Context: an optimization exercise on an open-source flow, tuned for small area and a short achievable clock period. The choices shown serve that exercise and are no tape-out recipe. In this exercise RTL edits were held to simulation tests only and were not proved equivalent to the original.

==> job 1538 <==
==> flow/design.v (excerpt) <==
module cnn(clk,rst,data_valid,data,
				data_b,
				data_w,
				result_en,
				result1);
Settings: LEC_CHECK=0, CAP_MARGIN=20, CELL_PAD_IN_SITES_DETAIL_PLACEMENT=1, CELL_PAD_IN_SITES_GLOBAL_PLACEMENT=1, CORE_MARGIN=2, CORE_UTILIZATION=35, CTS_CLUSTER_DIAMETER=100, CTS_CLUSTER_SIZE=25, PLACE_DENSITY=0.5, SLEW_MARGIN=20, SYNTH_HIERARCHICAL=1, SYNTH_MINIMUM_KEEP_SIZE=0; clock period 64.0 ns.
standard.sh (not shown) runs the stock make flow with config.mk's settings and CLKGATE_MAP_FILE= SYNTH_SCRIPT=/design/flow/synth_recipe.tcl, a recipe that flattens the netlist after the stock synthesis.
==> flow/flow/run.sh <==
#!/bin/bash
# Standard layout (standard.sh), with these changes to how it is made:
# - synthesis runs flow/synth_mix.tcl: the standard flow's synthesis script with the fp
#   adder module mapped by ABC's area script (registers are unchanged);
# - port buffers are buf_2 cells (every input and output port still gets one);
# - the timing repairs (floorplan, CTS, global route) aim for a setup slack
#   close to what the input/output delays allow, instead of the default 0.
# Each ORFS step writes its full log under orfs/logs/; make's own output goes
# to make_finish.log.
set -euo pipefail
bash standard.sh "SYNTH_SCRIPT=$PWD/flow/synth_mix.tcl" SETUP_SLACK_MARGIN=49.7 \
  "BUFFER_PORTS_ARGS=-buffer_cell sky130_fd_sc_hd__buf_2" finish > make_finish.log 2>&1
==> flow/flow/synth_mix.tcl <==
# The standard synthesis script (synth_recipe.tcl), with one change: the
# fp adder module `add` is mapped by ABC's area script, every other module by
# the standard (speed) script. The adder holds no registers, so the registers
# and their names are those of the standard synthesis.
proc synth {args} { yosys synth -nofsm -noshare {*}$args }
set f [open $::env(SCRIPTS_DIR)/synth.tcl]
set src [read $f]
close $f
set old "  log_cmd abc {*}\$abc_args\n"
set new "  log_cmd abc {*}\[lreplace \$abc_args 1 1 \$::env(SCRIPTS_DIR)/abc_area.script\] add\n  log_cmd abc {*}\$abc_args\n"
set n [string first $old $src]
if { $n < 0 } { error "synth_mix.tcl: abc call not found in synth.tcl" }
set src [string replace $src $n [expr { $n + [string length $old] - 1 }] $new]
eval $src
# left out here: clear keep_hierarchy, flatten, clean up, hide names made inside functions, write 1_2_yosys.v
==> job 6659 (differences from job 1538) <==
--- a/flow/design.v
+++ b/flow/design.v
@@ -58,47 +58,36 @@
 wire xs = x_r[31];
 wire [7:0] xe = x_r[30:23];
 wire [22:0] xf = x_r[22:0];
 wire xz = (xf == 23'd0);
 wire [25:0] x3 = {2'b01, xf} + {1'b1, xf, 1'b0};
-reg [31:0] xp_r;
-reg [25:0] xp3_r;
-always @(posedge clk)
-	if (v0) begin
-		xp_r <= x_r;
-		xp3_r <= x3;
-	end
-wire xpz = (xp_r[22:0] == 23'd0);
 wire [31:0] pw [0:8];
 reg  [31:0] p_r [0:8];
 genvar k;
 generate
 	for (k = 0; k < 9; k = k + 1) begin : m
-		if (k % 3 == 0) begin : prev
-			mul mk(.xs(xp_r[31]), .xe(xp_r[30:23]), .xz(xpz), .X({1'b1, xp_r[22:0]}),
-				.X3(xp3_r), .w(w_r[32*k +: 32]), .p(pw[k]));
-		end
-		else begin : cur
-			mul mk(.xs(xs), .xe(xe), .xz(xz), .X({1'b1, xf}), .X3(x3),
-				.w(w_r[32*k +: 32]), .p(pw[k]));
-		end
+		mul mk(.xs(xs), .xe(xe), .xz(xz), .X({1'b1, xf}), .X3(x3),
+			.w(w_r[32*k +: 32]), .p(pw[k]));
 		always @(posedge clk)
 			p_r[k] <= pw[k];
 	end
 endgenerate
+reg [31:0] ha_r [0:2];
 reg [31:0] hb_r [0:2];
 reg [31:0] t_r  [0:2];
 wire [31:0] hbw [0:2];
 wire [31:0] tw  [0:2];
 genvar i;
 generate
 	for (i = 0; i < 3; i = i + 1) begin : h
-		add ab(.a(p_r[3*i]), .b(p_r[3*i+1]), .ab(hbw[i]));
+		add ab(.a(ha_r[i]), .b(p_r[3*i+1]), .ab(hbw[i]));
 		add at(.a(hb_r[i]), .b(p_r[3*i+2]), .ab(tw[i]));
 		always @(posedge clk) begin
-			if (v2)
+			if (v2) begin
+				ha_r[i] <= p_r[3*i];
 				hb_r[i] <= hbw[i];
+			end
 			t_r[i] <= tw[i];
 		end
 	end
 endgenerate
 reg [32*26-1:0] d0, d1;
@@ -142,10 +131,15 @@
 module pp_sel(s1, s2, s3, a, b, c, rn);
 input s1, s2, s3, a, b, c;
 output rn;
 assign rn = ~((s1 & a) | (s2 & b) | (s3 & c));
 endmodule
+module pp_sel_0(s1, s3, a, c, rn);
+input s1, s3, a, c;
+output rn;
+assign rn = ~((s1 & a) | (s3 & c));
+endmodule
 module pp_sel_24(s2, s3, c, rn);
 input s2, s3, c;
 output rn;
 assign rn = ~(s2 | (s3 & c));
 endmodule
@@ -201,11 +195,11 @@
 wire s10_3 = Wf[21] & Wf[20];
 wire s11_1 = ~Wf[23] & Wf[22];
 wire s11_2 = Wf[23] & ~Wf[22];
 wire s11_3 = Wf[23] & Wf[22];
 wire r0_0;
-pp_sel ps1(.s1(s0_1), .s2(s0_2), .s3(s0_3), .a(X[0]), .b(1'b0), .c(X3[0]), .rn(r0_0));
+pp_sel_0 ps1(.s1(s0_1), .s3(s0_3), .a(X[0]), .c(X3[0]), .rn(r0_0));
 wire r0_1;
 pp_sel ps2(.s1(s0_1), .s2(s0_2), .s3(s0_3), .a(X[1]), .b(X[0]), .c(X3[1]), .rn(r0_1));
 wire r0_2;
 pp_sel ps3(.s1(s0_1), .s2(s0_2), .s3(s0_3), .a(X[2]), .b(X[1]), .c(X3[2]), .rn(r0_2));
 wire r0_3;
@@ -253,11 +247,11 @@
 wire r0_24;
 pp_sel_24 ps25(.s2(s0_2), .s3(s0_3), .c(X3[24]), .rn(r0_24));
 wire r0_25;
 pp_sel_25 ps26(.s3(s0_3), .c(X3[25]), .rn(r0_25));
 wire r1_0;
-pp_sel ps27(.s1(s1_1), .s2(s1_2), .s3(s1_3), .a(X[0]), .b(1'b0), .c(X3[0]), .rn(r1_0));
+pp_sel_0 ps27(.s1(s1_1), .s3(s1_3), .a(X[0]), .c(X3[0]), .rn(r1_0));
 wire r1_1;
 pp_sel ps28(.s1(s1_1), .s2(s1_2), .s3(s1_3), .a(X[1]), .b(X[0]), .c(X3[1]), .rn(r1_1));
 wire r1_2;
 pp_sel ps29(.s1(s1_1), .s2(s1_2), .s3(s1_3), .a(X[2]), .b(X[1]), .c(X3[2]), .rn(r1_2));
 wire r1_3;
@@ -305,11 +299,11 @@
 wire r1_24;
 pp_sel_24 ps51(.s2(s1_2), .s3(s1_3), .c(X3[24]), .rn(r1_24));
 wire r1_25;
 pp_sel_25 ps52(.s3(s1_3), .c(X3[25]), .rn(r1_25));
 wire r2_0;
-pp_sel ps53(.s1(s2_1), .s2(s2_2), .s3(s2_3), .a(X[0]), .b(1'b0), .c(X3[0]), .rn(r2_0));
+pp_sel_0 ps53(.s1(s2_1), .s3(s2_3), .a(X[0]), .c(X3[0]), .rn(r2_0));
 wire r2_1;
 pp_sel ps54(.s1(s2_1), .s2(s2_2), .s3(s2_3), .a(X[1]), .b(X[0]), .c(X3[1]), .rn(r2_1));
 wire r2_2;
 pp_sel ps55(.s1(s2_1), .s2(s2_2), .s3(s2_3), .a(X[2]), .b(X[1]), .c(X3[2]), .rn(r2_2));
 wire r2_3;
@@ -357,11 +351,11 @@
 wire r2_24;
 pp_sel_24 ps77(.s2(s2_2), .s3(s2_3), .c(X3[24]), .rn(r2_24));
 wire r2_25;
 pp_sel_25 ps78(.s3(s2_3), .c(X3[25]), .rn(r2_25));
 wire r3_0;
-pp_sel ps79(.s1(s3_1), .s2(s3_2), .s3(s3_3), .a(X[0]), .b(1'b0), .c(X3[0]), .rn(r3_0));
+pp_sel_0 ps79(.s1(s3_1), .s3(s3_3), .a(X[0]), .c(X3[0]), .rn(r3_0));
 wire r3_1;
 pp_sel ps80(.s1(s3_1), .s2(s3_2), .s3(s3_3), .a(X[1]), .b(X[0]), .c(X3[1]), .rn(r3_1));
 wire r3_2;
 pp_sel ps81(.s1(s3_1), .s2(s3_2), .s3(s3_3), .a(X[2]), .b(X[1]), .c(X3[2]), .rn(r3_2));
 wire r3_3;
@@ -409,11 +403,11 @@
 wire r3_24;
 pp_sel_24 ps103(.s2(s3_2), .s3(s3_3), .c(X3[24]), .rn(r3_24));
 wire r3_25;
 pp_sel_25 ps104(.s3(s3_3), .c(X3[25]), .rn(r3_25));
 wire r4_0;
-pp_sel ps105(.s1(s4_1), .s2(s4_2), .s3(s4_3), .a(X[0]), .b(1'b0), .c(X3[0]), .rn(r4_0));
+pp_sel_0 ps105(.s1(s4_1), .s3(s4_3), .a(X[0]), .c(X3[0]), .rn(r4_0));
 wire r4_1;
 pp_sel ps106(.s1(s4_1), .s2(s4_2), .s3(s4_3), .a(X[1]), .b(X[0]), .c(X3[1]), .rn(r4_1));
 wire r4_2;
 pp_sel ps107(.s1(s4_1), .s2(s4_2), .s3(s4_3), .a(X[2]), .b(X[1]), .c(X3[2]), .rn(r4_2));
 wire r4_3;
@@ -461,11 +455,11 @@
 wire r4_24;
 pp_sel_24 ps129(.s2(s4_2), .s3(s4_3), .c(X3[24]), .rn(r4_24));
 wire r4_25;
 pp_sel_25 ps130(.s3(s4_3), .c(X3[25]), .rn(r4_25));
 wire r5_0;
-pp_sel ps131(.s1(s5_1), .s2(s5_2), .s3(s5_3), .a(X[0]), .b(1'b0), .c(X3[0]), .rn(r5_0));
+pp_sel_0 ps131(.s1(s5_1), .s3(s5_3), .a(X[0]), .c(X3[0]), .rn(r5_0));
 wire r5_1;
 pp_sel ps132(.s1(s5_1), .s2(s5_2), .s3(s5_3), .a(X[1]), .b(X[0]), .c(X3[1]), .rn(r5_1));
 wire r5_2;
 pp_sel ps133(.s1(s5_1), .s2(s5_2), .s3(s5_3), .a(X[2]), .b(X[1]), .c(X3[2]), .rn(r5_2));
 wire r5_3;
@@ -513,11 +507,11 @@
 wire r5_24;
 pp_sel_24 ps155(.s2(s5_2), .s3(s5_3), .c(X3[24]), .rn(r5_24));
 wire r5_25;
 pp_sel_25 ps156(.s3(s5_3), .c(X3[25]), .rn(r5_25));
 wire r6_0;
-pp_sel ps157(.s1(s6_1), .s2(s6_2), .s3(s6_3), .a(X[0]), .b(1'b0), .c(X3[0]), .rn(r6_0));
+pp_sel_0 ps157(.s1(s6_1), .s3(s6_3), .a(X[0]), .c(X3[0]), .rn(r6_0));
 wire r6_1;
 pp_sel ps158(.s1(s6_1), .s2(s6_2), .s3(s6_3), .a(X[1]), .b(X[0]), .c(X3[1]), .rn(r6_1));
 wire r6_2;
 pp_sel ps159(.s1(s6_1), .s2(s6_2), .s3(s6_3), .a(X[2]), .b(X[1]), .c(X3[2]), .rn(r6_2));
 wire r6_3;
@@ -565,11 +559,11 @@
 wire r6_24;
 pp_sel_24 ps181(.s2(s6_2), .s3(s6_3), .c(X3[24]), .rn(r6_24));
 wire r6_25;
 pp_sel_25 ps182(.s3(s6_3), .c(X3[25]), .rn(r6_25));
 wire r7_0;
-pp_sel ps183(.s1(s7_1), .s2(s7_2), .s3(s7_3), .a(X[0]), .b(1'b0), .c(X3[0]), .rn(r7_0));
+pp_sel_0 ps183(.s1(s7_1), .s3(s7_3), .a(X[0]), .c(X3[0]), .rn(r7_0));
 wire r7_1;
 pp_sel ps184(.s1(s7_1), .s2(s7_2), .s3(s7_3), .a(X[1]), .b(X[0]), .c(X3[1]), .rn(r7_1));
 wire r7_2;
 pp_sel ps185(.s1(s7_1), .s2(s7_2), .s3(s7_3), .a(X[2]), .b(X[1]), .c(X3[2]), .rn(r7_2));
 wire r7_3;
@@ -617,11 +611,11 @@
 wire r7_24;
 pp_sel_24 ps207(.s2(s7_2), .s3(s7_3), .c(X3[24]), .rn(r7_24));
 wire r7_25;
 pp_sel_25 ps208(.s3(s7_3), .c(X3[25]), .rn(r7_25));
 wire r8_0;
-pp_sel ps209(.s1(s8_1), .s2(s8_2), .s3(s8_3), .a(X[0]), .b(1'b0), .c(X3[0]), .rn(r8_0));
+pp_sel_0 ps209(.s1(s8_1), .s3(s8_3), .a(X[0]), .c(X3[0]), .rn(r8_0));
 wire r8_1;
 pp_sel ps210(.s1(s8_1), .s2(s8_2), .s3(s8_3), .a(X[1]), .b(X[0]), .c(X3[1]), .rn(r8_1));
 wire r8_2;
 pp_sel ps211(.s1(s8_1), .s2(s8_2), .s3(s8_3), .a(X[2]), .b(X[1]), .c(X3[2]), .rn(r8_2));
 wire r8_3;
@@ -669,11 +663,11 @@
 wire r8_24;
 pp_sel_24 ps233(.s2(s8_2), .s3(s8_3), .c(X3[24]), .rn(r8_24));
 wire r8_25;
 pp_sel_25 ps234(.s3(s8_3), .c(X3[25]), .rn(r8_25));
 wire r9_0;
-pp_sel ps235(.s1(s9_1), .s2(s9_2), .s3(s9_3), .a(X[0]), .b(1'b0), .c(X3[0]), .rn(r9_0));
+pp_sel_0 ps235(.s1(s9_1), .s3(s9_3), .a(X[0]), .c(X3[0]), .rn(r9_0));
 wire r9_1;
 pp_sel ps236(.s1(s9_1), .s2(s9_2), .s3(s9_3), .a(X[1]), .b(X[0]), .c(X3[1]), .rn(r9_1));
 wire r9_2;
 pp_sel ps237(.s1(s9_1), .s2(s9_2), .s3(s9_3), .a(X[2]), .b(X[1]), .c(X3[2]), .rn(r9_2));
 wire r9_3;
@@ -721,11 +715,11 @@
 wire r9_24;
 pp_sel_24 ps259(.s2(s9_2), .s3(s9_3), .c(X3[24]), .rn(r9_24));
 wire r9_25;
 pp_sel_25 ps260(.s3(s9_3), .c(X3[25]), .rn(r9_25));
 wire r10_0;
-pp_sel ps261(.s1(s10_1), .s2(s10_2), .s3(s10_3), .a(X[0]), .b(1'b0), .c(X3[0]), .rn(r10_0));
+pp_sel_0 ps261(.s1(s10_1), .s3(s10_3), .a(X[0]), .c(X3[0]), .rn(r10_0));
 wire r10_1;
 pp_sel ps262(.s1(s10_1), .s2(s10_2), .s3(s10_3), .a(X[1]), .b(X[0]), .c(X3[1]), .rn(r10_1));
 wire r10_2;
 pp_sel ps263(.s1(s10_1), .s2(s10_2), .s3(s10_3), .a(X[2]), .b(X[1]), .c(X3[2]), .rn(r10_2));
 wire r10_3;
@@ -773,11 +767,11 @@
 wire r10_24;
 pp_sel_24 ps285(.s2(s10_2), .s3(s10_3), .c(X3[24]), .rn(r10_24));
 wire r10_25;
 pp_sel_25 ps286(.s3(s10_3), .c(X3[25]), .rn(r10_25));
 wire r11_0;
-pp_sel ps287(.s1(s11_1), .s2(s11_2), .s3(s11_3), .a(X[0]), .b(1'b0), .c(X3[0]), .rn(r11_0));
+pp_sel_0 ps287(.s1(s11_1), .s3(s11_3), .a(X[0]), .c(X3[0]), .rn(r11_0));
 wire r11_1;
 pp_sel ps288(.s1(s11_1), .s2(s11_2), .s3(s11_3), .a(X[1]), .b(X[0]), .c(X3[1]), .rn(r11_1));
 wire r11_2;
 pp_sel ps289(.s1(s11_1), .s2(s11_2), .s3(s11_3), .a(X[2]), .b(X[1]), .c(X3[2]), .rn(r11_2));
 wire r11_3;
==> flow/flow/run.sh (replaced) <==
#!/bin/bash
# Standard layout, with two changes to how it is made:
# - port buffers are buf_2 cells (every input and output port still gets one);
# - the timing repairs (floorplan, CTS, global route) aim for a setup slack
#   close to what the input/output delays allow, instead of the default 0.
set -euo pipefail
bash standard.sh SETUP_SLACK_MARGIN=49.7 "BUFFER_PORTS_ARGS=-buffer_cell sky130_fd_sc_hd__buf_2" finish > make_finish.log 2>&1
Settings changed: CORE_UTILIZATION 35 to 40, CTS_CLUSTER_DIAMETER 100 to not set, CTS_CLUSTER_SIZE 25 to not set, PLACE_DENSITY 0.5 to 0.6.
removed: flow/flow/synth_mix.tcl
==> summary of the runs <==
Job 6659 finished clean. Job 1538 finished clean. Register-to-register slack: job 6659 is lower than job 1538 (0.62 ns). Of job 6659 and job 1538, job 6659 has the higher design area (gap 4.2%, measured against job 1538). Against job 1538, the via count of job 6659 is higher by 2.5%. Against job 6659, the synthesized area of job 1538 is smaller by 3.3%. Setup slack: job 1538 is higher than job 6659 (0.017 ns). Worst hold slack: job 1538 is better than job 6659 (0.0051 ns).

==> afterwards: timing with drivers on the ports <==
How much do the figures lean on ideal ports? The routed layouts below were timed once more, with nothing changed but the port constraints.
Step 1 assumes that a clkbuf_16 drives the clock port and a buf_2 every other input.
Step 2 also shifts input and output timing later by t, the mid clock arrival at the registers, as if the neighbouring blocks saw the same clock.
Slacks: no drivers / after step 1 / after step 2; pairs: no drivers / after step 1.
run | shift t [ns] | setup slack, ns | worst hold slack (ns) | latest minus earliest clock arrival (ns) | cell pins on the clock port's net
job 1538 | 1.075 | 49.791 / 49.654 / 49.689 | 0.332 / 0.332 / 0.332 | 0.108 / 0.108 | 1
job 6659 | 1.131 | 49.774 / 49.644 / 49.712 | 0.327 / 0.327 / 0.327 | 0.094 / 0.094 | 1
After both steps every run listed still meets setup and hold. The setup slack of job 1538, which loses most, moves by -0.137 ns with the drivers and by -0.102 ns with both steps.
